Context: an optimization exercise on an open-source flow, tuned for small area, a short achievable clock period and few clock cycles. The choices shown serve that exercise and are no tape-out recipe.
Only simulation tests tie the RTL to the original design; equivalence was not proved.
Power is estimated from default activity; no workload was simulated.

**design/flow/flow/run.sh**
```bash
#!/bin/bash
# Standard ORFS layout, with repair_timing asked to leave extra setup slack so
# that the fixed input/output paths are built fast, and a clock tree of
# clkbuf_8 leaves without dummy loads. The SDC is the standard flow's own.
set -euo pipefail
bash standard.sh SETUP_SLACK_MARGIN=7 MATCH_CELL_FOOTPRINT=0 \
  "BUFFER_PORTS_ARGS=-buffer_cell sky130_fd_sc_hd__buf_2" \
  "CTS_ARGS=-sink_clustering_enable -repair_clock_nets -sink_clustering_size 10 -buf_list sky130_fd_sc_hd__clkbuf_8 -dont_use_dummy_load" \
  finish > standard_flow.log 2>&1
```
**design/flow/standard.sh**
```bash
#!/bin/bash
# synth_recipe.tcl (not shown) runs the flow's synth.tcl, then flattens the netlist and writes it again
# the make line also repeats each setting of config.mk as NAME=value (left out here)
make -C /OpenROAD-flow-scripts/flow DESIGN_CONFIG=/design/flow/config.mk WORK_HOME=/design/flow/orfs CLKGATE_MAP_FILE= SYNTH_SCRIPT=/design/flow/synth_recipe.tcl "${@:-finish}"
```
**design/flow/config.mk**
```make
export PLATFORM = sky130hd
export DESIGN_NAME = processing_element_avalon_interface
export DESIGN_NICKNAME = processing_element_avalon_interface
export VERILOG_FILES = /design/flow/design.v
export SDC_FILE = /design/flow/constraint.sdc
export NUM_CORES = 4
export LEC_CHECK = 0
export CAP_MARGIN = 20
export CORE_MARGIN = 2
export CORE_UTILIZATION = 40
export CTS_BUF_LIST = sky130_fd_sc_hd__clkbuf_8
export CTS_CLUSTER_SIZE = 10
export PLACE_DENSITY = 0.75
export SLEW_MARGIN = 20
export SYNTH_HIERARCHICAL = 1
export SYNTH_MINIMUM_KEEP_SIZE = 0
```
**design/flow/constraint.sdc**
```tcl
create_clock -name core_clock -period 12.5 [get_ports {csi_clockreset_clk}]
set_input_delay 2.5000 -clock core_clock [delete_from_list [all_inputs] [get_ports {csi_clockreset_clk}]]
set_output_delay 2.5000 -clock core_clock [all_outputs]
set_load 0.01 [all_outputs]
```
**design/flow/design.v**
```verilog
module pe_mac_tree (
    input  wire [8:0]  d,
    input  wire [7:0]  o,
    input  wire [18:0] acc,
    output wire [18:0] sum
);
    wire pp_0_0 = d[0] & o[0];
    wire pp_0_1 = d[0] & o[1];
    wire pp_0_2 = d[0] & o[2];
    wire pp_0_3 = d[0] & o[3];
    wire pp_0_4 = d[0] & o[4];
    wire pp_0_5 = d[0] & o[5];
    wire pp_0_6 = d[0] & o[6];
    wire pp_1_0 = d[1] & o[0];
    wire pp_1_1 = d[1] & o[1];
    wire pp_1_2 = d[1] & o[2];
    wire pp_1_3 = d[1] & o[3];
    wire pp_1_4 = d[1] & o[4];
    wire pp_1_5 = d[1] & o[5];
    wire pp_1_6 = d[1] & o[6];
    wire pp_2_0 = d[2] & o[0];
    wire pp_2_1 = d[2] & o[1];
    wire pp_2_2 = d[2] & o[2];
    wire pp_2_3 = d[2] & o[3];
    wire pp_2_4 = d[2] & o[4];
    wire pp_2_5 = d[2] & o[5];
    wire pp_2_6 = d[2] & o[6];
    wire pp_3_0 = d[3] & o[0];
    wire pp_3_1 = d[3] & o[1];
    wire pp_3_2 = d[3] & o[2];
    wire pp_3_3 = d[3] & o[3];
    wire pp_3_4 = d[3] & o[4];
    wire pp_3_5 = d[3] & o[5];
    wire pp_3_6 = d[3] & o[6];
    wire pp_4_0 = d[4] & o[0];
    wire pp_4_1 = d[4] & o[1];
    wire pp_4_2 = d[4] & o[2];
    wire pp_4_3 = d[4] & o[3];
    wire pp_4_4 = d[4] & o[4];
    wire pp_4_5 = d[4] & o[5];
    wire pp_4_6 = d[4] & o[6];
    wire pp_5_0 = d[5] & o[0];
    wire pp_5_1 = d[5] & o[1];
    wire pp_5_2 = d[5] & o[2];
    wire pp_5_3 = d[5] & o[3];
    wire pp_5_4 = d[5] & o[4];
    wire pp_5_5 = d[5] & o[5];
    wire pp_5_6 = d[5] & o[6];
    wire pp_6_0 = d[6] & o[0];
    wire pp_6_1 = d[6] & o[1];
    wire pp_6_2 = d[6] & o[2];
    wire pp_6_3 = d[6] & o[3];
    wire pp_6_4 = d[6] & o[4];
    wire pp_6_5 = d[6] & o[5];
    wire pp_6_6 = d[6] & o[6];
    wire pp_7_0 = d[7] & o[0];
    wire pp_7_1 = d[7] & o[1];
    wire pp_7_2 = d[7] & o[2];
    wire pp_7_3 = d[7] & o[3];
    wire pp_7_4 = d[7] & o[4];
    wire pp_7_5 = d[7] & o[5];
    wire pp_7_6 = d[7] & o[6];
    wire pn_0 = o[7] & ~d[0];
    wire pn_1 = o[7] & ~d[1];
    wire pn_2 = o[7] & ~d[2];
    wire pn_3 = o[7] & ~d[3];
    wire pn_4 = o[7] & ~d[4];
    wire pn_5 = o[7] & ~d[5];
    wire pn_6 = o[7] & ~d[6];
    wire pn_7 = o[7] & ~d[7];
    wire qn_0 = d[8] & ~o[0];
    wire qn_1 = d[8] & ~o[1];
    wire qn_2 = d[8] & ~o[2];
    wire qn_3 = d[8] & ~o[3];
    wire qn_4 = d[8] & ~o[4];
    wire qn_5 = d[8] & ~o[5];
    wire qn_6 = d[8] & ~o[6];
    wire sgn = ~(o[7] | d[8]);
    wire s1, c2;
    pe_ha us1 (.a(pp_1_6), .b(pp_2_5), .s(s1), .co(c2));
    wire s3, c4;
    pe_fa us3 (.a(pp_2_6), .b(pp_3_5), .c(pp_4_4), .s(s3), .co(c4));
    wire s5, c6;
    pe_ha us5 (.a(pp_0_5), .b(pp_1_4), .s(s5), .co(c6));
    wire s7, c8;
    pe_fa us7 (.a(pp_0_6), .b(pp_1_5), .c(pp_2_4), .s(s7), .co(c8));
    wire s9, c10;
    pe_ha us9 (.a(pp_3_3), .b(pp_4_2), .s(s9), .co(c10));
    wire s11, c12;
    pe_fa us11 (.a(s1), .b(pp_3_4), .c(pp_4_3), .s(s11), .co(c12));
    wire s13, c14;
    pe_fa us13 (.a(pp_5_2), .b(pp_6_1), .c(pp_7_0), .s(s13), .co(c14));
    wire s15, c16;
    pe_ha us15 (.a(pn_0), .b(o[7]), .s(s15), .co(c16));
    wire s17, c18;
    pe_fa us17 (.a(s3), .b(pp_5_3), .c(pp_6_2), .s(s17), .co(c18));
    wire s19, c20;
    pe_fa us19 (.a(pp_7_1), .b(pn_1), .c(qn_0), .s(s19), .co(c20));
    wire s21, c22;
    pe_fa us21 (.a(d[8]), .b(acc[8]), .c(c2), .s(s21), .co(c22));
    wire s23, c24;
    pe_fa us23 (.a(pp_3_6), .b(pp_4_5), .c(pp_5_4), .s(s23), .co(c24));
    wire s25, c26;
    pe_fa us25 (.a(pp_6_3), .b(pp_7_2), .c(pn_2), .s(s25), .co(c26));
    wire s27, c28;
    pe_fa us27 (.a(qn_1), .b(acc[9]), .c(c4), .s(s27), .co(c28));
    wire s29, c30;
    pe_fa us29 (.a(pp_4_6), .b(pp_5_5), .c(pp_6_4), .s(s29), .co(c30));
    wire s31, c32;
    pe_fa us31 (.a(pp_7_3), .b(pn_3), .c(qn_2), .s(s31), .co(c32));
    wire s33, c34;
    pe_fa us33 (.a(pp_5_6), .b(pp_6_5), .c(pp_7_4), .s(s33), .co(c34));
    wire s35, c36;
    pe_ha us35 (.a(pp_0_3), .b(pp_1_2), .s(s35), .co(c36));
    wire s37, c38;
    pe_fa us37 (.a(pp_0_4), .b(pp_1_3), .c(pp_2_2), .s(s37), .co(c38));
    wire s39, c40;
    pe_ha us39 (.a(pp_3_1), .b(pp_4_0), .s(s39), .co(c40));
    wire s41, c42;
    pe_fa us41 (.a(s5), .b(pp_2_3), .c(pp_3_2), .s(s41), .co(c42));
    wire s43, c44;
    pe_fa us43 (.a(pp_4_1), .b(pp_5_0), .c(acc[5]), .s(s43), .co(c44));
    wire s45, c46;
    pe_fa us45 (.a(s7), .b(s9), .c(pp_5_1), .s(s45), .co(c46));
    wire s47, c48;
    pe_fa us47 (.a(pp_6_0), .b(acc[6]), .c(c6), .s(s47), .co(c48));
    wire s49, c50;
    pe_fa us49 (.a(s11), .b(s13), .c(s15), .s(s49), .co(c50));
    wire s51, c52;
    pe_fa us51 (.a(acc[7]), .b(c8), .c(c10), .s(s51), .co(c52));
    wire s53, c54;
    pe_fa us53 (.a(s17), .b(s19), .c(s21), .s(s53), .co(c54));
    wire s55, c56;
    pe_fa us55 (.a(c12), .b(c14), .c(c16), .s(s55), .co(c56));
    wire s57, c58;
    pe_fa us57 (.a(s23), .b(s25), .c(s27), .s(s57), .co(c58));
    wire s59, c60;
    pe_fa us59 (.a(c18), .b(c20), .c(c22), .s(s59), .co(c60));
    wire s61, c62;
    pe_fa us61 (.a(s29), .b(s31), .c(acc[10]), .s(s61), .co(c62));
    wire s63, c64;
    pe_fa us63 (.a(c24), .b(c26), .c(c28), .s(s63), .co(c64));
    wire s65, c66;
    pe_fa us65 (.a(s33), .b(pn_4), .c(qn_3), .s(s65), .co(c66));
    wire s67, c68;
    pe_fa us67 (.a(acc[11]), .b(c30), .c(c32), .s(s67), .co(c68));
    wire s69, c70;
    pe_fa us69 (.a(pp_6_6), .b(pp_7_5), .c(pn_5), .s(s69), .co(c70));
    wire s71, c72;
    pe_fa us71 (.a(qn_4), .b(acc[12]), .c(c34), .s(s71), .co(c72));
    wire s73, c74;
    pe_fa us73 (.a(pp_7_6), .b(pn_6), .c(qn_5), .s(s73), .co(c74));
    wire s75, c76;
    pe_ha us75 (.a(pp_0_2), .b(pp_1_1), .s(s75), .co(c76));
    wire s77, c78;
    pe_fa us77 (.a(s35), .b(pp_2_1), .c(pp_3_0), .s(s77), .co(c78));
    wire s79, c80;
    pe_fa us79 (.a(s37), .b(s39), .c(acc[4]), .s(s79), .co(c80));
    wire s81, c82;
    pe_fa us81 (.a(s41), .b(s43), .c(c38), .s(s81), .co(c82));
    wire s83, c84;
    pe_fa us83 (.a(s45), .b(s47), .c(c42), .s(s83), .co(c84));
    wire s85, c86;
    pe_fa us85 (.a(s49), .b(s51), .c(c46), .s(s85), .co(c86));
    wire s87, c88;
    pe_fa us87 (.a(s53), .b(s55), .c(c50), .s(s87), .co(c88));
    wire s89, c90;
    pe_fa us89 (.a(s57), .b(s59), .c(c54), .s(s89), .co(c90));
    wire s91, c92;
    pe_fa us91 (.a(s61), .b(s63), .c(c58), .s(s91), .co(c92));
    wire s93, c94;
    pe_fa us93 (.a(s65), .b(s67), .c(c62), .s(s93), .co(c94));
    wire s95, c96;
    pe_fa us95 (.a(s69), .b(s71), .c(c66), .s(s95), .co(c96));
    wire s97, c98;
    pe_fa us97 (.a(s73), .b(acc[13]), .c(c70), .s(s97), .co(c98));
    wire s99, c100;
    pe_fa us99 (.a(pn_7), .b(qn_6), .c(acc[14]), .s(s99), .co(c100));
    wire s101, c102;
    pe_ha us101 (.a(sgn), .b(acc[15]), .s(s101), .co(c102));
    wire s103, c104;
    pe_ha us103 (.a(pp_0_1), .b(pp_1_0), .s(s103), .co(c104));
    wire s105, c106;
    pe_fa us105 (.a(s75), .b(pp_2_0), .c(acc[2]), .s(s105), .co(c106));
    wire s107, c108;
    pe_fa us107 (.a(s77), .b(acc[3]), .c(c76), .s(s107), .co(c108));
    wire s109, c110;
    pe_fa us109 (.a(s79), .b(c36), .c(c78), .s(s109), .co(c110));
    wire s111, c112;
    pe_fa us111 (.a(s81), .b(c40), .c(c80), .s(s111), .co(c112));
    wire s113, c114;
    pe_fa us113 (.a(s83), .b(c44), .c(c82), .s(s113), .co(c114));
    wire s115, c116;
    pe_fa us115 (.a(s85), .b(c48), .c(c84), .s(s115), .co(c116));
    wire s117, c118;
    pe_fa us117 (.a(s87), .b(c52), .c(c86), .s(s117), .co(c118));
    wire s119, c120;
    pe_fa us119 (.a(s89), .b(c56), .c(c88), .s(s119), .co(c120));
    wire s121, c122;
    pe_fa us121 (.a(s91), .b(c60), .c(c90), .s(s121), .co(c122));
    wire s123, c124;
    pe_fa us123 (.a(s93), .b(c64), .c(c92), .s(s123), .co(c124));
    wire s125, c126;
    pe_fa us125 (.a(s95), .b(c68), .c(c94), .s(s125), .co(c126));
    wire s127, c128;
    pe_fa us127 (.a(s97), .b(c72), .c(c96), .s(s127), .co(c128));
    wire s129, c130;
    pe_fa us129 (.a(s99), .b(c74), .c(c98), .s(s129), .co(c130));
    wire s131, c132;
    pe_fa us131 (.a(s101), .b(1'b1), .c(c100), .s(s131), .co(c132));
    wire s133, c134;
    pe_fa us133 (.a(acc[16]), .b(1'b1), .c(c102), .s(s133), .co(c134));
    wire s135, c136;
    pe_ha us135 (.a(acc[17]), .b(1'b1), .s(s135), .co(c136));
    wire s137, c138;
    pe_ha us137 (.a(acc[18]), .b(1'b1), .s(s137), .co(c138));
    wire [18:0] ra = {s137, s135, s133, s131, s129, s127, s125, s123, s121, s119, s117, s115, s113, s111, s109, s107, s105, s103, pp_0_0};
    wire [18:0] rb = {c136, c134, c132, c130, c128, c126, c124, c122, c120, c118, c116, c114, c112, c110, c108, c106, c104, acc[1], acc[0]};
    wire [4:0] rc;
    assign rc[0] = 1'b0;
    assign {rc[1], sum[0]} = ra[0] + rb[0] + rc[0];
    assign {rc[2], sum[1]} = ra[1] + rb[1] + rc[1];
    assign {rc[3], sum[2]} = ra[2] + rb[2] + rc[2];
    assign {rc[4], sum[3]} = ra[3] + rb[3] + rc[3];
    wire [14:0] g0, p0;
    assign p0 = ra[18:4] ^ rb[18:4];
    assign g0 = (ra[18:4] & rb[18:4]) | {14'd0, p0[0] & rc[4]};
    wire bg1 = g0[1] | (p0[1] & g0[0]);
    wire bp1 = p0[1] & p0[0];
    wire bg2 = g0[3] | (p0[3] & g0[2]);
    wire bp2 = p0[3] & p0[2];
    wire bg3 = g0[5] | (p0[5] & g0[4]);
    wire bp3 = p0[5] & p0[4];
    wire bg4 = g0[7] | (p0[7] & g0[6]);
    wire bp4 = p0[7] & p0[6];
    wire bg5 = g0[9] | (p0[9] & g0[8]);
    wire bp5 = p0[9] & p0[8];
    wire bg6 = g0[11] | (p0[11] & g0[10]);
    wire bp6 = p0[11] & p0[10];
    wire bg7 = g0[13] | (p0[13] & g0[12]);
    wire bp7 = p0[13] & p0[12];
    wire bg8 = bg2 | (bp2 & bg1);
    wire bp8 = bp2 & bp1;
    wire bg9 = bg4 | (bp4 & bg3);
    wire bp9 = bp4 & bp3;
    wire bg10 = bg6 | (bp6 & bg5);
    wire bp10 = bp6 & bp5;
    wire bg11 = bg9 | (bp9 & bg8);
    wire bp11 = bp9 & bp8;
    wire bg12 = bg10 | (bp10 & bg11);
    wire bp12 = bp10 & bp11;
    wire bg13 = bg3 | (bp3 & bg8);
    wire bp13 = bp3 & bp8;
    wire bg14 = bg5 | (bp5 & bg11);
    wire bp14 = bp5 & bp11;
    wire bg15 = bg7 | (bp7 & bg12);
    wire bp15 = bp7 & bp12;
    wire bg16 = g0[2] | (p0[2] & bg1);
    wire bp16 = p0[2] & bp1;
    wire bg17 = g0[4] | (p0[4] & bg8);
    wire bp17 = p0[4] & bp8;
    wire bg18 = g0[6] | (p0[6] & bg13);
    wire bp18 = p0[6] & bp13;
    wire bg19 = g0[8] | (p0[8] & bg11);
    wire bp19 = p0[8] & bp11;
    wire bg20 = g0[10] | (p0[10] & bg14);
    wire bp20 = p0[10] & bp14;
    wire bg21 = g0[12] | (p0[12] & bg12);
    wire bp21 = p0[12] & bp12;
    wire bg22 = g0[14] | (p0[14] & bg15);
    wire bp22 = p0[14] & bp15;
    assign sum[4] = p0[0] ^ rc[4];
    assign sum[5] = p0[1] ^ g0[0];
    assign sum[6] = p0[2] ^ bg1;
    assign sum[7] = p0[3] ^ bg16;
    assign sum[8] = p0[4] ^ bg8;
    assign sum[9] = p0[5] ^ bg17;
    assign sum[10] = p0[6] ^ bg13;
    assign sum[11] = p0[7] ^ bg18;
    assign sum[12] = p0[8] ^ bg11;
    assign sum[13] = p0[9] ^ bg19;
    assign sum[14] = p0[10] ^ bg14;
    assign sum[15] = p0[11] ^ bg20;
    assign sum[16] = p0[12] ^ bg12;
    assign sum[17] = p0[13] ^ bg21;
    assign sum[18] = p0[14] ^ bg15;
endmodule
module pe_fa (input wire a, input wire b, input wire c, output wire s, output wire co);
    assign {co, s} = a + b + c;
endmodule
module pe_ha (input wire a, input wire b, output wire s, output wire co);
    assign {co, s} = a + b;
endmodule
module pe_mux9 (input wire [8:0] s, input wire [8:0] d, output wire y);
    wire [2:0] n;
    pe_aoi222 g0 (.a1(s[0]), .a2(d[0]), .b1(s[1]), .b2(d[1]), .c1(s[2]), .c2(d[2]), .y(n[0]));
    pe_aoi222 g1 (.a1(s[3]), .a2(d[3]), .b1(s[4]), .b2(d[4]), .c1(s[5]), .c2(d[5]), .y(n[1]));
    pe_aoi222 g2 (.a1(s[6]), .a2(d[6]), .b1(s[7]), .b2(d[7]), .c1(s[8]), .c2(d[8]), .y(n[2]));
    assign y = ~&n;
endmodule
module pe_aoi222 (
    input wire a1, input wire a2, input wire b1, input wire b2,
    input wire c1, input wire c2, output wire y
);
    assign y = ~((a1 & a2) | (b1 & b2) | (c1 & c2));
endmodule
module pe_dec30 (input wire [7:0] a, output wire h1, output wire h2, output wire is31);
    assign h1 = &a[4:1];
    assign h2 = ~(a[7] | a[6] | a[5] | a[0]);
    assign is31 = (a == 8'd31);
endmodule
module pe_and3 (input wire a, input wire b, input wire c, output wire y);
    assign y = a & b & c;
endmodule
module pe_rd0 (
    input wire a, input wire b, input wire c, input wire d, input wire e,
    output wire y
);
    assign y = (a & b & c) | (d & e);
endmodule
module processing_element_avalon_interface (
    input csi_clockreset_clk,
    input csi_clockreset_reset_n,
    input [7:0] avs_s1_address,
    input avs_s1_read,
    input avs_s1_write,
    input [31:0] avs_s1_writedata,
    output reg [31:0] avs_s1_readdata
);
    wire clk = csi_clockreset_clk;
    wire rst = ~csi_clockreset_reset_n;
    wire [7:0] a = avs_s1_address;
    reg       wr_v;
    reg [4:0] wr_a;
    reg [7:0] wr_d;
    always @(posedge clk) begin
        wr_v <= ~rst & avs_s1_write & (a < 8'd18);
        wr_a <= a[4:0];
        wr_d <= avs_s1_writedata[7:0];
    end
    reg [7:0] img [0:8];
    reg [7:0] filt [0:8];
    reg start;
    wire [7:0] din = rst ? 8'd0 : wr_d;
    wire live = wr_v;
    wire [8:0] sel_x, sel_w;
    genvar i;
    generate
        for (i = 0; i < 9; i = i + 1) begin : g_op
            assign sel_x[i] = live & (wr_a == i);
            assign sel_w[i] = live & (wr_a == i + 9);
            always @(posedge clk)
                if (rst | sel_x[i]) img[i] <= din;
            always @(posedge clk)
                if (rst | sel_w[i]) filt[i] <= din;
        end
    endgenerate
    wire [8:0] sel = sel_x | sel_w;
    wire [7:0] xs, ws;
    generate
        for (i = 0; i < 8; i = i + 1) begin : g_mux
            pe_mux9 mx (
                .s(sel),
                .d({img[8][i], img[7][i], img[6][i], img[5][i], img[4][i],
                    img[3][i], img[2][i], img[1][i], img[0][i]}),
                .y(xs[i])
            );
            pe_mux9 mw (
                .s(sel),
                .d({filt[8][i], filt[7][i], filt[6][i], filt[5][i], filt[4][i],
                    filt[3][i], filt[2][i], filt[1][i], filt[0][i]}),
                .y(ws[i])
            );
        end
    endgenerate
    wire is_x = |sel_x;
    wire [7:0] old_v   = is_x ? xs : ws;
    wire [7:0] other_v = is_x ? ws : xs;
    wire [8:0] sa = {wr_d[7], wr_d};
    wire [8:0] sb = ~{old_v[7], old_v};
    wire [4:0] sc;
    wire [8:0] delta;
    assign sc[0] = 1'b1;
    generate
        for (i = 0; i < 4; i = i + 1) begin : g_sub
            pe_fa fa (.a(sa[i]), .b(sb[i]), .c(sc[i]), .s(delta[i]), .co(sc[i+1]));
        end
    endgenerate
    assign delta[8:4] = sa[8:4] + sb[8:4] + sc[4];
    always @(posedge clk)
        if (rst) start <= 1'b0;
        else if (avs_s1_write & (a == 8'd18)) start <= avs_s1_writedata[0];
    reg [8:0] d_q;
    reg [7:0] o_q;
    reg [18:0] acc;
    wire [18:0] sum;
    always @(posedge clk) begin
        d_q <= delta;
        o_q <= other_v & {8{~rst}};
    end
    pe_mac_tree mac (
        .d(d_q),
        .o(o_q),
        .acc(acc),
        .sum(sum)
    );
    always @(posedge clk)
        if (rst) acc <= 19'd0;
        else acc <= sum;
    wire [31:0] result = {{13{acc[18]}}, acc};
    wire h1, h2, is31;
    pe_dec30 dec (.a(a), .h1(h1), .h2(h2), .is31(is31));
    wire [31:0] rd_bits;
    pe_rd0 rd0 (.a(h1), .b(h2), .c(result[0]), .d(is31), .e(start), .y(rd_bits[0]));
    generate
        for (i = 1; i < 32; i = i + 1) begin : g_rd
            pe_and3 rd (.a(h1), .b(h2), .c(result[i]), .y(rd_bits[i]));
        end
    endgenerate
    always @(*)
        avs_s1_readdata = rd_bits;
endmodule
```
==> results of run 1 <==
## final cells by class
class / count / share of cell area (%)
clock buffer: 17 / 2.20
sequential: 195 / 50.2
tap: 319 / 3.75
timing repair buffer: 62 / 3.43
inverter: 26 / 0.916
multi-input combinational: 453 / 39.5
## through the flow
stage	worst slack, ns	hold WS, ns	cell area (um2)
6_report	6.54	0.532	10700
5_1_grt	6.46	0.554	10700
4_1_cts	6.50	0.525	10600
3_5_place_dp	6.43	0.511	10400
3_3_place_gp	6.46	0.486	10400
2_1_floorplan	6.54	0.472	9710
## per-module statistics from Yosys, one instance, submodules excluded
| module | cell area (um2) | cells |
|---|---|---|
| pe_fa | 20.0 | 1 |
| pe_rd0 | 10.0 | 1 |
| pe_dec30 | 28.8 | 4 |
| pe_ha | 12.5 | 1 |
| pe_aoi222 | 10.0 | 1 |
| pe_mac_tree | 1150 | 152 |
| pe_mux9 | 5.00 | 1 |
| pe_and3 | 6.26 | 1 |
| processing_element_avalon_interface | 6360 | 359 |
## routing by layer
| layer | global-route usage, % | vias to the layer above | share of wire [%] |
|---|---|---|---|
| met4 | 5.25 | 0 | 1.8 |
| met5 | 0 | - | 0 |
| met1 | 22.3 | 2923 | 43 |
| li1 | - | 2688 | - |
| met3 | 3.02 | 19 | 5.5 |
| met2 | 28.1 | 173 | 49 |
## cell families (layout without fill, tap and decap cells)
group | after synthesis | in the layout | synth area share [%]
AOI/OAI and AO/OA | 104 | 104 | 8.70
xor gates and xnor gates | 10 | 10 | 0.905
adders and majority gates | 102 | 102 | 19.0
buffers and inverters | 40 | 105 | 1.77
DFF | 195 | 195 | 55.2
muxes | 10 | 10 | 1.12
other | 2 | 5 | 0.0776
and+or+nand+nor | 221 | 222 | 13.2
## power by group through the flow
| stage | clock, W | sequential, W | combinational, W |
|---|---|---|---|
| after global routing | 0.000336 | 0.000802 | 0.000251 |
| after CTS | 0.000312 | 0.000794 | 0.000219 |
| after detailed placement | 0 | 0.000809 | 0.000215 |
| final | 0.000307 | 0.000794 | 0.000217 |
| after global placement | 0 | 0.000806 | 0.000206 |
| after floorplan | 0 | 0.000793 | 0.000171 |
## synthesized netlist by cell type, drive strengths merged (3+ instances only)
library cell / n
a21oi: 7
a222oi: 48
a31oi: 4
and2: 84
and3: 35
buf: 6
clkbuf: 8
dfxtp: 51
edfxtp: 144
fa: 75
ha: 27
inv: 26
mux2: 4
mux2i: 6
nand2: 21
nand2b: 4
nand3: 27
nand4: 3
nor2: 15
nor2b: 20
nor3: 4
o211ai: 3
o21a: 3
o21ai: 27
o31ai: 5
xnor2: 6
xor2: 4
## state kept, by name, summed over array words and instances (netlist names)
register  count
img          72
wr_v          1
d_q           9
filt         72
wr_d          8
start         1
o_q           8
wr_a          5
acc          19
## what timing repair did
action,in CTS,in global routing
cloned,1,0
pin swaps,1,0
setup endpoints to repair,32,32
resized for setup,2,2
setup buffers,2,0
## worst paths after layout
path,from,end,slack (ns)
worst min register to register,start,start,0.53
worst min-delay path,start,start,0.53
worst max register to register,o_q[5],acc[17],7.33
worst max-delay path,avs_s1_address[6],avs_s1_readdata[26],6.54
## layout by cell type, fill, tap and decap left out, types with 2 or more instances in the layout
cell type	count
nand4_1	3
o21ai_1	22
inv_2	2
o21ai_0	4
nor3_1	3
o31ai_2	2
nand2_1	21
a222oi_1	48
or2_1	2
o211ai_1	2
and2_1	84
mux2_2	2
dfxtp_1	51
edfxtp_1	144
inv_1	24
o31ai_1	3
nor2_1	15
buf_12	2
and3_1	35
mux2i_1	6
a21oi_1	7
xor2_1	4
nand2b_1	4
nand3_1	26
a21o_1	2
buf_4	10
clkbuf_8	17
conb_1	5
o2111ai_1	2
xnor2_1	6
fa_1	75
o21a_1	3
and4_4	2
buf_2	50
a31oi_1	4
nor2b_1	19
ha_1	27
## worst max-delay path, delay by kind of cell
family                 cells  cell delay [ns]
buffers and inverters      3             0.45
and+or+nand+nor            2             0.49
==> impl_metrics.tcl, run 1 <==
set metrics [dict create \
    power.density_nw_per_um2 124 \
    wl_mm 20.6 \
    clkPwrFrac_pct 23.3 \
    path_cells "buf_2 > nor4_4 > buf_12 > and3_1 > buf_2" \
    status "complete, no violations" \
    instances_no_fill 1072 \
    antenna_left 0 \
    worstHoldPathCells 2 \
    period_needed_ns 5.96 \
    hold_viol 0 \
    cp.arrival_ns 3.46 \
    drv_slew 0 \
    clock_skew_ns 0.0282 \
    fill_cells 2118 \
    place_inst 1052 \
    num_vias 5803 \
    r2r_cells 13 \
    crit_type "input pin to output pin" \
    synth_seq_area_share_pct 55.2 \
    setup_viol 0 \
    seq_power_share_pct 60.3 \
    dp_hpwl_mm 14.1 \
    multi_input_area_um2 4210 \
    io_buffers 50 \
    p_int_w 0.000974 \
    comb_power_share_pct 16.5 \
    synth_top_area_share_pct 44.7 \
    finalCritPeriodShare_pct 47.7 \
    dr.pass1.iters 7 \
    critPathLaunchType "input pin" \
    cts_tree "done" \
    initial_core_util_pct 41.0 \
    final_nets 901 \
    ys_warn_count 9 \
    synth_cell_types 52 \
    grt_max_degree 65 \
    avgSynthCellArea_um2 14.2 \
    avgViaCountPerCell 5.41 \
    synth_flop_cell "edfxtp_1" \
    die_h_um 160 \
    fin_util_pct 45.1 \
    drv_cap 0 \
    peakVddDrop_v 0.0000602 \
    cp_max_fo 32 \
    boundaryPins 76 \
    async_reset_ff_share_pct 0 \
    grt_overflow 0 \
    total_power_w 0.00132 \
    grt_pass1_vias 5869 \
    core_area_um2 23600 \
    clkSinkCount 195 \
    p_sw_share_pct 26.1 \
    cpMostUsedCell "buf_2" \
    regArea_um2 5350 \
    place_congestion 0.787 \
    cts_buffers 17 \
    yosys.area.top_type "edfxtp_1" \
    clock_path_buffers 2 \
    h-tree-depth 4 \
    synthesis.area_um2 9680 \
    insertion_delay_ns 0.46 \
    required_ns 10.00 \
    drt_iter0_drc 621 \
    crit_path_top_delay_cell "nor4_4" \
    leakagePower_nw 4.39 \
    routedWlPerCell_um 19.2 \
    slowest_delay_ns 0.32 \
    p_switching_w 0.000343 \
    die_area_um2 25500 \
    antenna_cells 0 \
    drc 0 \
    core.rowCount 56 \
    worstMarginPinSlew_ns 0.918 \
    syn_inst 684 \
    areaGrowthSynthToFinish_pct 10.0 \
    drive_gt1_share_pct 12.6 \
    cts_root_buf "clkbuf_8" \
    max_freq_mhz 168 \
    grt_first_pass_wirelength_mm 33.0 \
    synth-seq-cells 195 \
    hp-class "register to register" \
    rsz0062_at_grt "yes" \
    grt_use_total_pct 16.8 \
    end_kind "output pin" \
    fin_setup_tns_ns 0 \
    clk_pin_slew_ns 0.09 \
    relSlewSlack_pct 38.4 \
    synth_enable_flop_cells 144 \
    die_w_um 160 \
    ys_top_cells_by_area "edfxtp_1, fa_1, dfxtp_1" \
    holdBufCountCts 0 \
    antenna_found_initial 0 \
]
Testbench counts, summed over its fixed seeds: cycles 36,800.
==> run 2, diff against run 1 <==
--- a/design/flow/config.mk
+++ b/design/flow/config.mk
@@ -10,7 +10,6 @@
 export CORE_UTILIZATION = 40
 export CTS_BUF_LIST = sky130_fd_sc_hd__clkbuf_8
 export CTS_CLUSTER_SIZE = 10
-export PLACE_DENSITY = 0.75
 export SLEW_MARGIN = 20
 export SYNTH_HIERARCHICAL = 1
 export SYNTH_MINIMUM_KEEP_SIZE = 0
==> run 2 against run 1 <==
  * Clock skew is 0.00086 ns higher
  * Register-to-register slack better by 0.03 ns
  * Power is 0.14% lower
  * Worst setup slack worse by 0.0066 ns
  * Largest power group unchanged
==> impl_metrics.tcl, run 2 <==
set metrics [dict create \
    ys_top_cells_by_count "edfxtp_1, and2_1, fa_1" \
    avgViaCountPerCell 5.38 \
    clock_path_buffers 2 \
    met2_usage_pct 30.8 \
    drc 0 \
    grt_max_degree 65 \
    cts_root_buf "clkbuf_8" \
    seq_power_share_pct 60.3 \
    antenna_left 0 \
    crit_path_top_delay_cell "nor4_4" \
    comb_power_share_pct 16.5 \
    cp.arrival_ns 3.47 \
    r2r_end "acc[17]" \
    clkSinkCount 195 \
    p_int_w 0.000975 \
    drt_iter0_drc 653 \
    use_met3_pct 3.13 \
    path_cells "buf_2 > nor4_4 > buf_12 > and3_1 > buf_2" \
    avgSynthCellArea_um2 14.2 \
    end_kind "output pin" \
    place_congestion 0.799 \
    grt_use_total_pct 17.8 \
    max_freq_mhz 167 \
    yosys.area.top_type "edfxtp_1" \
    insertion_delay_ns 0.45 \
    dp_hpwl_mm 14.7 \
    crit_type "input pin to output pin" \
    h-tree-depth 4 \
    yosysMostFrequentCell "edfxtp_1" \
    antenna_cells 0 \
    die_area_um2 25500 \
    routedWlPerCell_um 20.1 \
    grt_overflow 0 \
    die_h_um 160 \
    synth_enable_flop_cells 144 \
    power.density_nw_per_um2 123 \
    relSlewSlack_pct 37.0 \
    cts_tree "done" \
    grt_first_pass_wirelength_mm 34.6 \
    synth_seq_area_share_pct 55.2 \
    p_switching_w 0.000341 \
    min_to "d_q[2]" \
    cts_buffers 17 \
    slowest_delay_ns 0.32 \
    period_needed_ns 5.97 \
    final_nets 903 \
    worstHoldPathCells 1 \
    synth_top_area_share_pct 44.7 \
    p_sw_share_pct 25.9 \
    async_reset_ff_share_pct 0 \
    reg_top3 "filt: 72 flops, img: 72 flops, acc: 19 flops" \
    peakVddDrop_v 0.0000592 \
    r2r_cells 14 \
    clock_skew_ns 0.0291 \
    drv_slew 0 \
    hp-class "register to register" \
    ys_warn_count 9 \
    holdBufCountCts 0 \
    status "complete, no violations" \
    required_ns 10.00 \
    grtUsageMet1_pct 23.7 \
    synthesis.area_um2 9680 \
    drv_cap 0 \
    critPathLaunchType "input pin" \
    syn_inst 684 \
    synth_cell_types 52 \
    cp_max_fo 32 \
    clkPwrFrac_pct 23.2 \
    worstMarginPinSlew_ns 0.939 \
    cpMostUsedCell "buf_2" \
    areaGrowthSynthToFinish_pct 10.1 \
    antenna_found_initial 0 \
    leakagePower_nw 4.40 \
    clk_pin_slew_ns 0.07 \
    cpLargestDelayFamily "simple AND/OR/NAND/NOR gates" \
    layout_common_cells "edfxtp_1, and2_1, fa_1" \
    boundaryPins 76 \
    total_power_w 0.00132 \
    num_vias 5778 \
    synth_flop_cell "edfxtp_1" \
    grt_pass1_vias 6019 \
    core.rowCount 56 \
    grt_busiest_layer "met2" \
    ys_top_cells_by_area "edfxtp_1, fa_1, dfxtp_1" \
    dr.pass1.iters 5 \
    rrSetupSlack_ns 7.36 \
    rsz0062_at_grt "yes" \
    crit-reg2reg-launch "o_q[5]" \
    final_common_cell "edfxtp_1" \
    wl_mm 21.6 \
    io_buffers 50 \
    fin_setup_tns_ns 0 \
    worst-path-buf-inv 3 \
    hold_viol 0 \
    synth-seq-cells 195 \
    drive_gt1_share_pct 12.7 \
    die_w_um 160 \
    core_area_um2 23600 \
    finalCritPeriodShare_pct 47.8 \
    timing.hold.worst.start "wr_d[2]" \
    setup_viol 0 \
    fill_cells 2123 \
    initial_core_util_pct 41.0 \
]
run 2: cell count changes in the layout (fill, tap and decap cells not counted), sizes merged:
cell / previous run / this run
buf: 62 / 64
run 2: power by group through the flow:
stage,sequential (W),clock (W),combinational (W)
finish,0.000793,0.000305,0.000217
floorplan,0.000793,0,0.000171
CTS,0.000793,0.000316,0.000220
global route,0.000801,0.000340,0.000252
detailed placement,0.000808,0,0.000217
global placement,0.000804,0,0.000206
run 2: worst max-delay path by stage:
stage	start	to	slack [ns]	cells past startpoint
finish	avs_s1_address[6]	avs_s1_readdata[27]	6.53	5
global route	avs_s1_address[6]	avs_s1_readdata[31]	6.45	5
CTS	avs_s1_address[6]	avs_s1_readdata[27]	6.49	5
detailed placement	avs_s1_address[6]	avs_s1_readdata[27]	6.42	5
global placement	avs_s1_address[6]	avs_s1_readdata[17]	6.48	5
floorplan	avs_s1_address[6]	avs_s1_readdata[10]	6.54	2
run 2: timing repair:
item                                    CTS  global route
resized for setup                         2             2
gates cloned                              1             0
pin swaps                                 1             0
endpoints found under the setup margin   32            32
setup buffers                             2             0
run 2: cells by family (layout without fill, tap and decap cells):
logic type / Yosys count / in the layout / share of synthesized area [%]
simple gates: 221 / 222 / 13.2
other cells: 2 / 5 / 0.0776
fa+ha+maj: 102 / 102 / 19.0
buf+inv: 40 / 107 / 1.77
flops: 195 / 195 / 55.2
xor+xnor: 10 / 10 / 0.905
mux: 10 / 10 / 1.12
compound gates: 104 / 104 / 8.70
run 2: Yosys stat by module (local to each module, per instance), excerpt:
module	cell area (um2)	times used	flip-flops and latches	cells
pe_mux9	5.00	16	0	1
pe_aoi222	10.0	48	0	1
pe_fa	20.0	62	0	1
pe_rd0	10.0	1	0	1
processing_element_avalon_interface	6360	1	195	359
pe_mac_tree	1150	1	0	152
run 2: per-stage QoR:
stage | setup slack [ns] | util (%) | area [um2] | std cells | hold WS [ns]
global route | 6.45 | 45.1 | 10700 | 1074 | 0.591
detailed placement | 6.42 | 43.9 | 10400 | 1054 | 0.549
global placement | 6.48 | 43.9 | 10400 | 1054 | 0.485
floorplan | 6.54 | - | 9710 | 687 | 0.472
CTS | 6.49 | 45.1 | 10700 | 1074 | 0.573
finish | 6.53 | 45.1 | 10700 | 1074 | 0.569
run 2: final cells by class:
cell class              count  area, um2  area share, %
well taps                 319        399           3.74
inverters                  26       97.6          0.915
flip-flops and latches    195       5350           50.1
repair buffers             64        380           3.57
clock buffers              17        234           2.19
multi-input cells         453       4200           39.4
run 2: routing by layer:
metal | wire, um | up-vias
met3 | 857 | 13
met5 | 0 | -
met2 | 11000 | 131
met1 | 9520 | 2938
met4 | 264 | 0
li1 | - | 2696
==> run 3, diff against run 2 <==
--- a/design/flow/config.mk
+++ b/design/flow/config.mk
@@ -7,7 +7,7 @@
 export LEC_CHECK = 0
 export CAP_MARGIN = 20
 export CORE_MARGIN = 2
-export CORE_UTILIZATION = 40
+export CORE_UTILIZATION = 50
 export CTS_BUF_LIST = sky130_fd_sc_hd__clkbuf_8
 export CTS_CLUSTER_SIZE = 10
 export SLEW_MARGIN = 20
==> run 3 against run 2 <==
  * Area after synthesis stayed put
  * Power is 0.88% higher
  * Global-route usage is 5.1 points higher
  * Still clean on timing, DRC and antenna
  * Wire length is 2.5% higher
==> impl_metrics.tcl, run 3 <==
set metrics [dict create \
    status "complete, no violations" \
    layout_common_cells "edfxtp_1, and2_1, fa_1" \
    max_freq_mhz 167 \
    antenna_left 0 \
    multi_input_area_um2 4320 \
    reg_top3 "filt: 72 flops, img: 72 flops, acc: 19 flops" \
    synth_top_area_share_pct 44.7 \
    initial_core_util_pct 51.4 \
    core_area_um2 18800 \
    regArea_um2 5350 \
    ys_top_cells_by_area "edfxtp_1, fa_1, dfxtp_1" \
    synth_flop_cell "edfxtp_1" \
    avgViaCountPerCell 5.72 \
    comb_power_share_pct 16.9 \
    synth_seq_area_share_pct 55.2 \
    p_switching_w 0.000349 \
    drt_iter0_drc 535 \
    die_w_um 143 \
    ys_top_cells_by_count "edfxtp_1, and2_1, fa_1" \
    crit_type "input pin to output pin" \
    end_kind "output pin" \
    r2r_end "d_q[8]" \
    leakagePower_nw 4.43 \
    drc 0 \
    drv_cap 0 \
    critPathLaunchType "input pin" \
    synth_enable_flop_cells 144 \
    hp-class "register to register" \
    crit-reg2reg-launch "wr_a[3]" \
    num_vias 5836 \
    yosys.area.top_type "edfxtp_1" \
    relSlewSlack_pct 30.8 \
    antenna_cells 0 \
    drv_slew 0 \
    die_h_um 143 \
    cp-endpoint "avs_s1_readdata[27]" \
    clkPwrFrac_pct 23.2 \
    insertion_delay_ns 0.46 \
    p_int_w 0.000978 \
    clkSinkCount 195 \
    cts_buffers 17 \
    grt_use_total_pct 23.0 \
    finalCritPeriodShare_pct 47.9 \
    grt_pass1_vias 5914 \
    final_common_cell "edfxtp_1" \
    h-tree-depth 4 \
    r2r_cells 17 \
    dr.pass1.iters 6 \
    seq_power_share_pct 59.9 \
    hold_viol 0 \
    wl_mm 22.2 \
    grt_overflow 0 \
    yosysMostFrequentCell "edfxtp_1" \
    cts_tree "done" \
    cp_max_fo 8 \
    routedWlPerCell_um 21.7 \
    dp_hpwl_mm 14.4 \
    peakVddDrop_v 0.0000990 \
    clk_pin_slew_ns 0.09 \
    period_needed_ns 5.99 \
    cp.arrival_ns 3.49 \
    antenna_found_initial 0 \
    final_nets 909 \
    p_sw_share_pct 26.3 \
    power.density_nw_per_um2 121 \
    rsz0062_at_grt "yes" \
    worstMarginPinSlew_ns 1.04 \
    drive_gt1_share_pct 15.8 \
    async_reset_ff_share_pct 0 \
    syn_inst 684 \
    synth_cell_types 52 \
    die_area_um2 20500 \
    clock_path_buffers 2 \
    synth-seq-cells 195 \
    fin_setup_tns_ns 0 \
    boundaryPins 76 \
    grt_first_pass_wirelength_mm 34.6 \
    setup_viol 0 \
    whs_ns 0.526 \
    cts_root_buf "clkbuf_8" \
    avgSynthCellArea_um2 14.2 \
    clock_skew_ns 0.0415 \
    required_ns 10.00 \
    grt_max_degree 65 \
    areaGrowthSynthToFinish_pct 12.9 \
    core.rowCount 50 \
    ys_warn_count 9 \
    synthesis.area_um2 9680 \
    io_buffers 50 \
    rrSetupSlack_ns 7.40 \
    startpoint "avs_s1_address[5]" \
    place_congestion 0.808 \
    fill_cells 1504 \
]
[run 3: cell counts after synthesis]
Identical to the previous run, type by type.
[run 3: worst min-delay path by stage]
stage          start     to  depth (start not counted)
2_1_floorplan  start  start                          2
3_3_place_gp   start  start                          2
3_5_place_dp   start  start                          2
4_1_cts        start  start                          2
5_1_grt        start  start                          2
6_report       start  start                          2
[run 3: modules after synthesis (local to each module, per instance), excerpt]
module,cells,area (um2),flip-flops and latches,times used
pe_and3,1,6.26,0,31
pe_rd0,1,10.0,0,1
processing_element_avalon_interface,359,6360,195,1
pe_aoi222,1,10.0,0,48
pe_dec30,4,28.8,0,1
pe_ha,1,12.5,0,11
pe_mux9,1,5.00,0,16
[run 3: critical path: stages]
cell and delay [ns]:
buf_12 0.12, nor4_4 0.27, buf_6 0.16, clkbuf_16 0.16
and3_4 0.18, buf_6 0.10
[run 3: cell type report]
| cell class | instances | area share [%] |
|---|---|---|
| tap | 260 | 2.98 |
| multi-input combinational | 454 | 39.5 |
| sequential | 195 | 48.9 |
| inverter | 26 | 0.893 |
| timing repair buffer | 69 | 5.59 |
| clock buffer | 17 | 2.14 |
[run 3: logic make-up after synthesis]
| logic type | share of synthesized area [%] |
|---|---|
| flip-flops | 55.2 |
| buffers and inverters | 1.77 |
| multiplexers | 1.12 |
| adder cells (fa/ha/maj) | 19.0 |
| other | 0.0776 |
| AO/OA/AOI/OAI | 8.70 |
| AND/OR/NAND/NOR | 13.2 |
| XOR/XNOR | 0.905 |
[run 3: power groups by stage]
stage / logic, W / clock network, W / registers, W
3_3_place_gp: 0.000204 / 0 / 0.000805
5_1_grt: 0.000258 / 0.000339 / 0.000803
2_1_floorplan: 0.000171 / 0 / 0.000793
3_5_place_dp: 0.000216 / 0 / 0.000809
6_report: 0.000224 / 0.000308 / 0.000795
4_1_cts: 0.000225 / 0.000314 / 0.000794
[run 3: what timing repair did]
| action | CTS | global route |
|---|---|---|
| endpoints found under the setup margin | 32 | 32 |
| cloned | 3 | 0 |
| pin swaps | 3 | 2 |
| resized for setup | 24 | 31 |
| setup buffers | 8 | 1 |
| hold buffers | 0 | 0 |
[run 3: stage by stage]
step	instance area, um2	cells	setup slack (ns)	power [W]	utilization [%]
5_1_grt	10900	1021	6.45	0.00140	58.0
4_1_cts	10800	1020	6.54	0.00133	57.1
2_1_floorplan	9710	687	6.54	0.000964	-
6_report	10900	1021	6.51	0.00133	58.0
3_5_place_dp	10300	992	5.85	0.00103	54.6
3_3_place_gp	10300	992	5.95	0.00101	54.6
[run 3: per-layer routing]
metal / GRT usage (%) / up-vias / wire, um
li1: - / 2714 / -
met1: 31.2 / 2982 / 9780
met5: 0 / - / 0
met3: 4.23 / 18 / 923
met4: 7.03 / 0 / 408
met2: 37.8 / 122 / 11000
==> run 4, diff against run 3 <==
--- a/design/flow/flow/run.sh
+++ b/design/flow/flow/run.sh
@@ -5,5 +5,5 @@
 set -euo pipefail
 bash standard.sh SETUP_SLACK_MARGIN=7 MATCH_CELL_FOOTPRINT=0 \
   "BUFFER_PORTS_ARGS=-buffer_cell sky130_fd_sc_hd__buf_2" \
-  "CTS_ARGS=-sink_clustering_enable -repair_clock_nets -sink_clustering_size 10 -buf_list sky130_fd_sc_hd__clkbuf_8 -dont_use_dummy_load" \
+  "CTS_ARGS=-sink_clustering_enable -repair_clock_nets -sink_clustering_size 20 -sink_clustering_max_diameter 80 -buf_list sky130_fd_sc_hd__clkbuf_8 -dont_use_dummy_load" \
   finish > standard_flow.log 2>&1
--- a/design/flow/config.mk
+++ b/design/flow/config.mk
@@ -7,7 +7,7 @@
 export LEC_CHECK = 0
 export CAP_MARGIN = 20
 export CORE_MARGIN = 2
-export CORE_UTILIZATION = 50
+export CORE_UTILIZATION = 40
 export CTS_BUF_LIST = sky130_fd_sc_hd__clkbuf_8
 export CTS_CLUSTER_SIZE = 10
 export SLEW_MARGIN = 20
==> run 4 against run 3 <==
  * Die area rose by 24%
  * Cell count rose by 5.2%
  * Still clean
  * Sequential share of layout area rose by 1.2 points
  * Power fell by 0.87%
  * Wire length fell by 2.5%
  * Critical path depth fell by 1
  * Non-clock buffer count fell by 5
  * Clock-buffer cell count did not move
  * Largest cell class unchanged
  * Register-to-register slack got worse by 0.04 ns
  * Critical path type unchanged
==> impl_metrics.tcl, run 4 <==
set metrics [dict create \
    final_nets 903 \
    critPathLaunchType "input pin" \
    power.density_nw_per_um2 123 \
    synth-seq-cells 195 \
    die_w_um 160 \
    drive_gt1_share_pct 12.7 \
    peakVddDrop_v 0.0000592 \
    final_common_cell "edfxtp_1" \
    synth_xor_area_share_pct 0.905 \
    leakagePower_nw 4.40 \
    synthMuxAreaShare_pct 1.12 \
    synth_top_family_by_area "adder cells" \
    synthesis.area_um2 9680 \
    clock_skew_ns 0.0291 \
    die_h_um 160 \
    cp.arrival_ns 3.47 \
    cpMostUsedCell "buf_2" \
    fin_util_pct 45.1 \
    fin_setup_tns_ns 0 \
    cts_root_buf "clkbuf_8" \
    place_congestion 0.799 \
    cts_tree "done" \
    dp_hpwl_mm 14.7 \
    grt_pass1_vias 6019 \
    synth_compound_area_share_pct 8.70 \
    worst-path-buf-inv 3 \
    yosys.area.top_type "edfxtp_1" \
    core_area_um2 23600 \
    grt_first_pass_wirelength_mm 34.6 \
    grt_max_degree 65 \
    status "complete, no violations" \
    synthSimpleGateAreaFrac_pct 13.2 \
    cp_max_fo 32 \
    hp-class "register to register" \
    ys_warn_count 9 \
    synth_cell_types 52 \
    antenna_cells 0 \
    initial_core_util_pct 41.0 \
    dr.pass1.iters 5 \
    syn_inst 684 \
    synth_enable_flop_cells 144 \
    setup_viol 0 \
    avgSynthCellArea_um2 14.2 \
    layout_common_cells "edfxtp_1, and2_1, fa_1" \
    fill_cells 2123 \
    period_needed_ns 5.97 \
    synth_seq_area_share_pct 55.2 \
    cts_buffers 17 \
    ys_top_cells_by_area "edfxtp_1, fa_1, dfxtp_1" \
    wl_mm 21.6 \
    h-tree-depth 4 \
    insertion_delay_ns 0.45 \
    end_kind "output pin" \
    yosys.area_share.adder_pct 19.0 \
    num_vias 5778 \
    worstMarginPinSlew_ns 0.939 \
    reg_top3 "filt: 72 flops, img: 72 flops, acc: 19 flops" \
    grt_use_total_pct 17.8 \
    clkSinkCount 195 \
    required_ns 10.00 \
    finalCritPeriodShare_pct 47.8 \
    core.rowCount 56 \
    path_cells "buf_2 > nor4_4 > buf_12 > and3_1 > buf_2" \
    avgViaCountPerCell 5.38 \
    antenna_found_initial 0 \
    yosysMostFrequentCell "edfxtp_1" \
    cpLargestDelayFamily "simple AND/OR/NAND/NOR gates" \
    crit_type "input pin to output pin" \
    slowest_delay_ns 0.32 \
    relSlewSlack_pct 37.0 \
    drv_slew 0 \
    clock_path_buffers 2 \
    crit_path_top_delay_cell "nor4_4" \
    drv_cap 0 \
    hold_viol 0 \
    total_power_w 0.00132 \
    rsz0062_at_grt "yes" \
    synth_top_area_share_pct 44.7 \
    clk_pin_slew_ns 0.07 \
    routedWlPerCell_um 20.1 \
    synth_flop_cell "edfxtp_1" \
    whs_ns 0.569 \
    areaGrowthSynthToFinish_pct 10.1 \
    ys_top_cells_by_count "edfxtp_1, and2_1, fa_1" \
    async_reset_ff_share_pct 0 \
    die_area_um2 25500 \
    grt_overflow 0 \
    io_buffers 50 \
    antenna_left 0 \
    drc 0 \
    boundaryPins 76 \
    max_freq_mhz 167 \
    drt_iter0_drc 653 \
]
-- run 4: cell counts after synthesis --
No cell type changed its count.
-- run 4: final cells by class --
class	instances	area (um2)	share of cell area [%]
repair buffers	64	380	3.57
clock buffers	17	234	2.19
multi-input cells	453	4200	39.4
inverters	26	97.6	0.915
flip-flops and latches	195	5350	50.1
well taps	319	399	3.74
-- run 4: worst register-to-register path: stages (launching register included) --
cell and delay, ns:
dfxtp_1 0.49, and2_1 0.20, fa_1 0.46, fa_1 0.47, fa_1 0.58, fa_1 0.45
fa_1 0.51, ha_1 0.34, o21a_1 0.21, o2111ai_1 0.20, a31oi_1 0.12, or2_1 0.32
fa_1 0.39, xor2_1 0.15, and2_1 0.15
-- run 4: per-module statistics from Yosys (local to each module, per instance) --
module                               times used  cell area [um2]  flops+latches  cells inside
pe_fa                                        62             20.0              0             1
processing_element_avalon_interface           1             6360            195           359
pe_aoi222                                    48             10.0              0             1
pe_mac_tree                                   1             1150              0           152
pe_mux9                                      16             5.00              0             1
pe_and3                                      31             6.26              0             1
pe_rd0                                        1             10.0              0             1
pe_dec30                                      1             28.8              0             4
pe_ha                                        11             12.5              0             1
-- run 4: power by group --
part / switching [W] / internal (W)
logic: 0.000121 / 0.0000962
registers: 0.0000357 / 0.000758
clock network: 0.000184 / 0.000121
-- run 4: cell families (layout without fill, tap and decap cells) --
group,count (synthesis),count (layout)
AOI/OAI and AO/OA,104,104
xor gates and xnor gates,10,10
adders and majority gates,102,102
buffers and inverters,40,107
DFF,195,195
muxes,10,10
other,2,5
and+or+nand+nor,221,222
-- run 4: worst paths after layout --
check	start	end	slack (ns)	depth (start not counted)
hold reg to reg	wr_d[2]	d_q[2]	0.57	1
setup reg to reg	o_q[5]	acc[17]	7.36	14
setup / recovery	avs_s1_address[6]	avs_s1_readdata[27]	6.53	5
hold / removal	wr_d[2]	d_q[2]	0.57	1
-- run 4: repair_timing --
| item | CTS | global route |
|---|---|---|
| setup endpoints to repair | 32 | 32 |
| gates resized for setup | 2 | 2 |
| pin swaps | 1 | 0 |
| hold buffers | 0 | 0 |
| gates cloned | 1 | 0 |
| buffers inserted | 2 | 0 |
-- run 4: stage by stage --
| stage | cells | setup slack, ns | instance area [um2] |
|---|---|---|---|
| after floorplan | 687 | 6.54 | 9710 |
| after global placement | 1054 | 6.48 | 10400 |
| after detailed placement | 1054 | 6.42 | 10400 |
| after CTS | 1074 | 6.49 | 10700 |
| after global routing | 1074 | 6.45 | 10700 |
| final | 1074 | 6.53 | 10700 |
-- run 4: routing by layer --
metal  vias to the layer above  routed length (um)  track usage [%]
li1                       2696                   -                -
met1                      2938                9520             23.7
met2                       131               11000             30.8
met3                        13                 857             3.13
met4                         0                 264             3.97
met5                         -                   0                0
==> run 5, diff against run 4 <==
==> design/flow/flow/run.sh (replaced) <==
#!/bin/bash
# Standard ORFS layout, with repair_timing asked to leave extra setup slack so
# that the fixed input/output paths are built fast, and a clock tree of
# clkbuf_8 leaves without dummy loads. The SDC is the standard flow's own.
set -euo pipefail
bash standard.sh SETUP_SLACK_MARGIN=7 MATCH_CELL_FOOTPRINT=0 \
  "BUFFER_PORTS_ARGS=-buffer_cell sky130_fd_sc_hd__buf_2" \
  "CTS_ARGS=-sink_clustering_enable -repair_clock_nets -sink_clustering_size 16 -sink_clustering_max_diameter 60 -sink_clustering_levels 1 -buf_list sky130_fd_sc_hd__clkbuf_8 -dont_use_dummy_load" \
  finish > standard_flow.log 2>&1
==> run 5 against run 4 <==
  * Worst hold slack did not move
  * Cell count is the same
  * Critical path depth is the same
  * Sequential power is essentially flat
  * Largest cell class unchanged
  * Power unchanged
  * Register-to-register slack about the same
  * Clock skew stayed put
  * Critical path type unchanged
==> impl_metrics.tcl, run 5 <==
set metrics [dict create \
    status "complete, no violations" \
    rrSetupSlack_ns 7.36 \
    synth_cell_types 52 \
    antenna_left 0 \
    rsz0062_at_grt "yes" \
    peakVddDrop_v 0.0000592 \
    synth_enable_flop_cells 144 \
    boundaryPins 76 \
    max_freq_mhz 167 \
    yosysMostFrequentCell "edfxtp_1" \
    antenna_found_initial 0 \
    crit_type "input pin to output pin" \
    path_cells "buf_2 > nor4_4 > buf_12 > and3_1 > buf_2" \
    yosys.area_share.adder_pct 19.0 \
    cp-endpoint "avs_s1_readdata[27]" \
    synth_xor_area_share_pct 0.905 \
    p_sw_share_pct 25.9 \
    avgViaCountPerCell 5.38 \
    ys_warn_count 9 \
    cts_root_buf "clkbuf_8" \
    end_kind "output pin" \
    dp_hpwl_mm 14.7 \
    p_int_w 0.000975 \
    clock_path_buffers 2 \
    drv_slew 0 \
    slowest_delay_ns 0.32 \
    power.density_nw_per_um2 123 \
    r2r_end "acc[17]" \
    drt_iter0_drc 653 \
    antenna_cells 0 \
    clk_pin_slew_ns 0.07 \
    dr.pass1.iters 5 \
    critPathLaunchType "input pin" \
    relSlewSlack_pct 37.0 \
    synth_top_area_share_pct 44.7 \
    cts_buffers 17 \
    grt_first_pass_wirelength_mm 34.6 \
    drc 0 \
    wl_mm 21.6 \
    h-tree-depth 4 \
    areaGrowthSynthToFinish_pct 10.1 \
    clkPwrFrac_pct 23.2 \
    num_vias 5778 \
    hold_viol 0 \
    crit_path_top_delay_cell "nor4_4" \
    async_reset_ff_share_pct 0 \
    worstMarginPinSlew_ns 0.939 \
    grt_use_total_pct 17.8 \
    required_ns 10.00 \
    insertion_delay_ns 0.45 \
    fin_setup_tns_ns 0 \
    core.rowCount 56 \
    clkSinkCount 195 \
    crit_cells 5 \
    place_congestion 0.799 \
    ys_top_cells_by_count "edfxtp_1, and2_1, fa_1" \
    final_nets 903 \
    synthesis.area_um2 9680 \
    final_common_cell "edfxtp_1" \
    layout_common_cells "edfxtp_1, and2_1, fa_1" \
    hp-class "register to register" \
    setup_viol 0 \
    synth_top_family_by_area "adder cells" \
    period_needed_ns 5.97 \
    routedWlPerCell_um 20.1 \
    clock_skew_ns 0.0291 \
    seq_power_share_pct 60.3 \
    grt_pass1_vias 6019 \
    cpLargestDelayFamily "simple AND/OR/NAND/NOR gates" \
    cts_tree "done" \
    startpoint "avs_s1_address[6]" \
    syn_inst 684 \
    worstHoldPathCells 1 \
    p_switching_w 0.000341 \
    die_h_um 160 \
    ys_top_cells_by_area "edfxtp_1, fa_1, dfxtp_1" \
    avgSynthCellArea_um2 14.2 \
    grt_max_degree 65 \
    synthMuxAreaShare_pct 1.12 \
    synth_flop_cell "edfxtp_1" \
    cp_max_fo 32 \
    reg_top3 "filt: 72 flops, img: 72 flops, acc: 19 flops" \
    comb_power_share_pct 16.5 \
    worst-path-buf-inv 3 \
    synth_compound_area_share_pct 8.70 \
    drive_gt1_share_pct 12.7 \
    initial_core_util_pct 41.0 \
    finalCritPeriodShare_pct 47.8 \
    synth-seq-cells 195 \
    place_inst 1054 \
    synth_seq_area_share_pct 55.2 \
    synthSimpleGateAreaFrac_pct 13.2 \
    crit-reg2reg-launch "o_q[5]" \
    grt_overflow 0 \
    cp.arrival_ns 3.47 \
    io_buffers 50 \
    die_area_um2 25500 \
    holdBufCountCts 0 \
    cpMostUsedCell "buf_2" \
    yosys.area.top_type "edfxtp_1" \
    instances_no_fill 1074 \
    r2r_cells 14 \
    core_area_um2 23600 \
    die_w_um 160 \
    leakagePower_nw 4.40 \
    drv_cap 0 \
]
run 5: cells by family (layout without fill, tap and decap cells):
| family | Yosys count | in the layout |
|---|---|---|
| AND/OR/NAND/NOR | 221 | 222 |
| other | 2 | 5 |
| buffers and inverters | 40 | 107 |
| XOR/XNOR | 10 | 10 |
| adder cells (fa/ha/maj) | 102 | 102 |
| multiplexers | 10 | 10 |
| AO/OA/AOI/OAI | 104 | 104 |
| flip-flops | 195 | 195 |
run 5: how the worst min path moves through the flow:
stage                         to    start
after floorplan            start    start
after global placement     start    start
after detailed placement  d_q[2]  wr_d[2]
after CTS                  start    start
after global routing       start    start
final                     d_q[2]  wr_d[2]
run 5: Yosys stat by module (local to each module, per instance):
module | flops+latches | cells | copies in the design
pe_and3 | 0 | 1 | 31
pe_aoi222 | 0 | 1 | 48
pe_dec30 | 0 | 4 | 1
pe_fa | 0 | 1 | 62
pe_ha | 0 | 1 | 11
pe_mac_tree | 0 | 152 | 1
pe_mux9 | 0 | 1 | 16
pe_rd0 | 0 | 1 | 1
processing_element_avalon_interface | 195 | 359 | 1
run 5: what timing repair did:
item	in CTS	in global routing
buffers inserted	2	0
setup endpoints to repair	32	32
gates resized for setup	2	2
pin swaps	1	0
cloned	1	0
run 5: per-stage QoR:
stage | total power, W | util [%] | hold WS, ns | setup slack [ns] | cell area (um2)
5_1_grt | 0.00139 | 45.1 | 0.591 | 6.45 | 10700
2_1_floorplan | 0.000964 | - | 0.472 | 6.54 | 9710
3_5_place_dp | 0.00103 | 43.9 | 0.549 | 6.42 | 10400
6_report | 0.00132 | 45.1 | 0.569 | 6.53 | 10700
4_1_cts | 0.00133 | 45.1 | 0.573 | 6.49 | 10700
3_3_place_gp | 0.00101 | 43.9 | 0.485 | 6.48 | 10400
run 5: metal layers:
metal	vias to the layer above	GRT usage, %	share of wire (%)	routed length [um]
met1	2938	23.7	44	9520
met2	131	30.8	51	11000
li1	2696	-	-	-
met5	-	0	0	0
met3	13	3.13	4.0	857
met4	0	3.97	1.2	264
run 5: power groups by stage:
stage	logic (W)	registers [W]	clock network (W)
global route	0.000252	0.000801	0.000340
global placement	0.000206	0.000804	0
floorplan	0.000171	0.000793	0
CTS	0.000220	0.000793	0.000316
finish	0.000217	0.000793	0.000305
detailed placement	0.000217	0.000808	0
run 5: area by class of cell:
cell class / instances / area (um2)
tap: 319 / 399
fill: 2123 / 13000
clock buffer: 17 / 234
timing repair buffer: 64 / 380
inverter: 26 / 97.6
sequential: 195 / 5350
multi-input combinational: 453 / 4200

-- port drivers added, routing unchanged --
The flow's constraints put no driver on any port. The routed layouts listed below were extracted and timed again, unchanged, in two steps. Step 1 assumes that a clkbuf_16 drives the clock port and a buf_2 every other input. Step 2 also shifts input and output timing later by t, the mid clock arrival at the registers, as if the neighbouring blocks saw the same clock. Slacks: ideal / step 1 / step 2; pairs: ideal / step 1.
run | t, ns | setup slack, ns | hold slack, ns
run 1 | 0.489 | 6.536 / 6.516 / 6.516 | 0.532 / 0.532 / 0.532
run 2 | 0.479 | 6.529 / 6.508 / 6.508 | 0.569 / 0.569 / 0.569
run 3 | 0.478 | 6.510 / 6.452 / 6.452 | 0.526 / 0.526 / 0.526
run 4 | 0.479 | 6.529 / 6.508 / 6.508 | 0.569 / 0.569 / 0.569
run 5 | 0.479 | 6.529 / 6.508 / 6.508 | 0.569 / 0.569 / 0.569
After both steps every run listed still meets setup and hold. For run 3, which loses most, drivers alone change the setup slack by -0.058 ns; drivers and shift together by -0.058 ns.
